From an optimization exercise on the open Yosys and OpenROAD flow, aimed at small area and a short achievable clock period; shortcuts taken in it are not production practice. At most, simulation tests tie the RTL to the original design; equivalence was not proved.

==> 10-25 <==
// goertzel_filter
module goertzel_filter
  (input  [13:0] input_signal,
   input  clk,
   input  rst,
   output [39:0] magnitude);
  reg [17:0] q1, q2;
  reg [34:0] mag;
  assign magnitude = {5'b00000, mag};
  wire [19:0] q1x3 = {{2{q1[17]}}, q1} + {q1[17], q1, 1'b0};
  wire n1 = ~input_signal[11];
  wire n2 = ~input_signal[12];
  wire n3 = ~input_signal[13];
  wire n4 = ~input_signal[9];
  wire n5 = ~input_signal[10];
  wire s6 = ~(input_signal[5] ^ input_signal[2]);
  wire c7 = input_signal[5] | input_signal[2];
  wire s8, c9;
  gz_fa us8 (.a(input_signal[6]), .b(input_signal[3]), .c(input_signal[1]), .s(s8), .co(c9));
  wire s10 = ~(input_signal[7] ^ input_signal[4]);
  wire c11 = input_signal[7] | input_signal[4];
  wire s12 = ~(input_signal[8] ^ input_signal[5]);
  wire c13 = input_signal[8] | input_signal[5];
  wire s14, c15;
  gz_ha us14 (.a(input_signal[4]), .b(input_signal[1]), .s(s14), .co(c15));
  wire s16, c17;
  gz_fa us16 (.a(input_signal[0]), .b(n2), .c(n5), .s(s16), .co(c17));
  wire s18, c19;
  gz_fa us18 (.a(n3), .b(n1), .c(c7), .s(s18), .co(c19));
  wire s20, c21;
  gz_fa us20 (.a(input_signal[2]), .b(n2), .c(s10), .s(s20), .co(c21));
  wire s22, c23;
  gz_fa us22 (.a(input_signal[3]), .b(n3), .c(s12), .s(s22), .co(c23));
  wire s24, c25;
  gz_fa us24 (.a(input_signal[9]), .b(input_signal[6]), .c(input_signal[4]), .s(s24), .co(c25));
  wire s26 = ~(input_signal[10] ^ input_signal[7]);
  ...
Settings: LEC_CHECK=0, CAP_MARGIN=20, CORE_MARGIN=2, CORE_UTILIZATION=55, SLEW_MARGIN=20, SYNTH_HIERARCHICAL=1, SYNTH_MINIMUM_KEEP_SIZE=0; clock period 45.0 ns.
standard.sh (not shown) runs the stock make flow with config.mk's settings and CLKGATE_MAP_FILE= SYNTH_SCRIPT=/design/flow/synth_recipe.tcl, a recipe that flattens the netlist after the stock synthesis.
==> flow/flow/run.sh <==
#!/bin/bash
set -euo pipefail
bash standard.sh SETUP_SLACK_MARGIN=28 finish > orfs_make.log 2>&1
==> 10-09 (differences from 10-25) <==
==> flow/flow/run.sh (replaced) <==
#!/bin/bash
set -euo pipefail
bash standard.sh SETUP_SLACK_MARGIN=28.5 finish > orfs_make.log 2>&1
TNS_END_PERCENT = 10   (was default)
==> 06-21 (differences from 10-25) <==
==> flow/flow/run.sh (replaced) <==
#!/bin/bash
set -euo pipefail
bash standard.sh SETUP_SLACK_MARGIN=29 finish > orfs_make.log 2>&1
==> comparison <==
- Worst setup slack: 10-09 is higher than 10-25 (0.33 ns).
- Final cell count: 10-25 < 06-21 < 10-09.
- Sequential cell count is the same in 06-21 and 10-09.
- Synthesized area is the same in 06-21 and 10-09.
- The highest final area belongs to 06-21, the lowest to 10-25.
- Synthesized cell count is the same in 06-21 and 10-25.
- Between 10-25 and 10-09, the lower register-to-register slack is in 10-25 (gap 0.09 ns).
- Of 10-25 and 10-09, 10-09 has the higher worst hold slack (gap 0.0016 ns).
- Clock-buffer cell count: 06-21 > 10-25 > 10-09.
- Clock skew: 10-09 is lower than 06-21 (0.0067 ns).
- Critical path depth is the same in 10-09 and 06-21.
==> figures <==
metric	06-21	10-25	10-09
Outcome	no timing/DRC/antenna violations	no timing/DRC/antenna violations	no timing/DRC/antenna violations
Highest metal used	met5	met4	met4
Final clock period utilization by the worst path	0.3673	0.3732	0.3658
Maximum cell stage delay along the critical path	0.60 ns	0.58 ns	0.53 ns
Share of cell area taken by multi-input logic gates	0.7899	0.7891	0.7884
Signal buf overhead	0.04986	0.04891	0.05171
Critical Path End	mag[29]	mag[30]	mag[33]
Worst setup path startpoint	input_signal[10]	input_signal[8]	input_signal[13]
Length of routed met2 wiring	25,710 µm	25,530 µm	25,540 µm
Final weighted congestion in routability-driven placement	0.9128	0.9048	0.8899
Number of gates on the worst path with buffers counted	30	33	30
Pin count of the biggest net entering global routing	72	54	72
Design area	24,590 µm²	24,150 µm²	24,440 µm²
Hold Startpoint	q1[13]	q1[13]	q1[6]
Fmax	0.06050 GHz	0.05955 GHz	0.06075 GHz
Register clock-pin slew on the reported worst setup and hold paths	0.06 ns	0.07 ns	0.07 ns
Remaining max-slew budget at the tightest pin	0.3635	0.3390	0.2916
Met2 global-route usage	0.4430	0.4445	0.4381
Req. time, crit path	45.14 ns	45.13 ns	45.13 ns
No run of this note included a check of the RTL's function; only the layout flow was run.

==> 07-26: inputs <==
goertzel_filter, a different RTL version from the one above (not shown whole).
==> flow/config.mk <==
export PLATFORM = sky130hd
export DESIGN_NAME = goertzel_filter
export DESIGN_NICKNAME = goertzel_filter
export VERILOG_FILES = /design/flow/design.v
export SDC_FILE = /design/flow/constraint.sdc
export NUM_CORES = 4
export LEC_CHECK = 0
export CAP_MARGIN = 20
export CORE_MARGIN = 2
export CORE_UTILIZATION = 55
export CTS_BUF_LIST = sky130_fd_sc_hd__clkbuf_4 sky130_fd_sc_hd__clkbuf_8
export SLEW_MARGIN = 20
export SYNTH_HIERARCHICAL = 1
export SYNTH_MINIMUM_KEEP_SIZE = 0
==> flow/constraint.sdc <==
create_clock -name core_clock -period 45.0 [get_ports {clk}]
set_input_delay 9.0000 -clock core_clock [delete_from_list [all_inputs] [get_ports {clk}]]
set_output_delay 9.0000 -clock core_clock [all_outputs]
set_load 0.01 [all_outputs]
==> flow/flow/run.sh <==
#!/bin/bash
set -euo pipefail
bash standard.sh SETUP_SLACK_MARGIN=28.5 finish > orfs_make.log 2>&1
==> 08-08 (differences from 07-26) <==
==> flow/flow/run.sh (replaced) <==
#!/bin/bash
set -euo pipefail
bash standard.sh SETUP_SLACK_MARGIN=29.5 finish > orfs_make.log 2>&1
CORE_UTILIZATION = 40   (was 55)
CTS_BUF_LIST = default   (was sky130_fd_sc_hd__clkbuf_4 sky130_fd_sc_hd__clkbuf_8)
==> 02-02 (differences from 07-26) <==
==> flow/flow/run.sh (replaced) <==
#!/bin/bash
set -euo pipefail
bash standard.sh SETUP_SLACK_MARGIN=29 finish > orfs_make.log 2>&1
CTS_BUF_LIST = sky130_fd_sc_hd__clkbuf_8   (was sky130_fd_sc_hd__clkbuf_4 sky130_fd_sc_hd__clkbuf_8)
CTS_CLUSTER_SIZE = 40   (was default)
==> 10-07 (differences from 07-26) <==
CORE_UTILIZATION = 40   (was 55)
CTS_BUF_LIST = default   (was sky130_fd_sc_hd__clkbuf_4 sky130_fd_sc_hd__clkbuf_8)
==> notes.md <==
First-iteration DRC count, highest first: 02-02, 10-07, 07-26, 08-08.
Clock skew: 10-07 < 08-08 < 07-26 < 02-02.
The lowest worst hold slack belongs to 07-26, the highest to 10-07.
Between 07-26 and 08-08, the lower sequential share of layout area is in 08-08 (gap 0.30 points).
The highest core utilization belongs to 02-02, the lowest to 10-07.
==> figures <==
metric                                                    08-08            02-02            07-26            10-07
Result of the run              no timing/DRC/antenna violations  no timing/DRC/antenna violations  no timing/DRC/antenna violations  no timing/DRC/antenna violations
Worst-case register-to-register setup slack            29.05 ns         28.96 ns         28.99 ns         28.92 ns
FILL cells                                                 4993             3353             3339             5109
Starting utilization of the core area                     40.3%            55.6%            55.6%            40.3%
Critical path startpoint                        input_signal[2]  input_signal[8]  input_signal[4]  input_signal[5]
Global-route wire length before repair                  92.5 mm          88.6 mm          88.6 mm          91.5 mm
Initial DRC Count                                           849              994              857              874
Cell count after placement                                 2762             2583             2587             2768
Number of cells upsized or downsized after cts              124              125              109              108

==> separate check: timing with driven ports <==
The flow's constraints put no driver on any port. The routed layouts listed below were extracted and timed again, unchanged, in two steps.
Step 1 (the two cells are an assumption about what drives the block):
set clk [get_ports {clk}]
set_driving_cell -lib_cell sky130_fd_sc_hd__clkbuf_16 $clk
set_driving_cell -lib_cell sky130_fd_sc_hd__buf_2 [delete_from_list [all_inputs] $clk]
Step 2 adds t to the input delays and takes it off the output delays; t is the mean of the earliest and latest rising clock arrival at the registers after step 1. Input paths then give back, and output paths get back, about the clock's delay inside the block.
a / b / c = no drivers / after step 1 / after step 2; a / b = the first two.
run	shift t [ns]	setup slack, ns	slew at the worst register clock pin (ns)	worst slew at a driven data input, ns	pins driven straight from the clock port
10-25	0.434	28.207 / 28.206 / 27.771	0.07 / 0.07	0.05	1
10-09	0.434	28.540 / 28.546 / 28.112	0.07 / 0.07	0.06	1
06-21	0.440	28.471 / 28.476 / 28.037	0.08 / 0.08	0.06	1
07-26	0.483	28.632 / 28.646 / 28.163	0.11 / 0.11	0.05	1
08-08	0.436	28.568 / 28.548 / 28.112	0.07 / 0.07	0.07	1
02-02	0.473	28.638 / 28.625 / 28.152	0.11 / 0.11	0.06	1
10-07	0.439	28.600 / 28.609 / 28.170	0.07 / 0.07	0.05	1
After both steps setup and hold are still met in every run listed. For 02-02, which loses most, drivers alone change the setup slack by -0.013 ns; drivers and shift together by -0.486 ns.
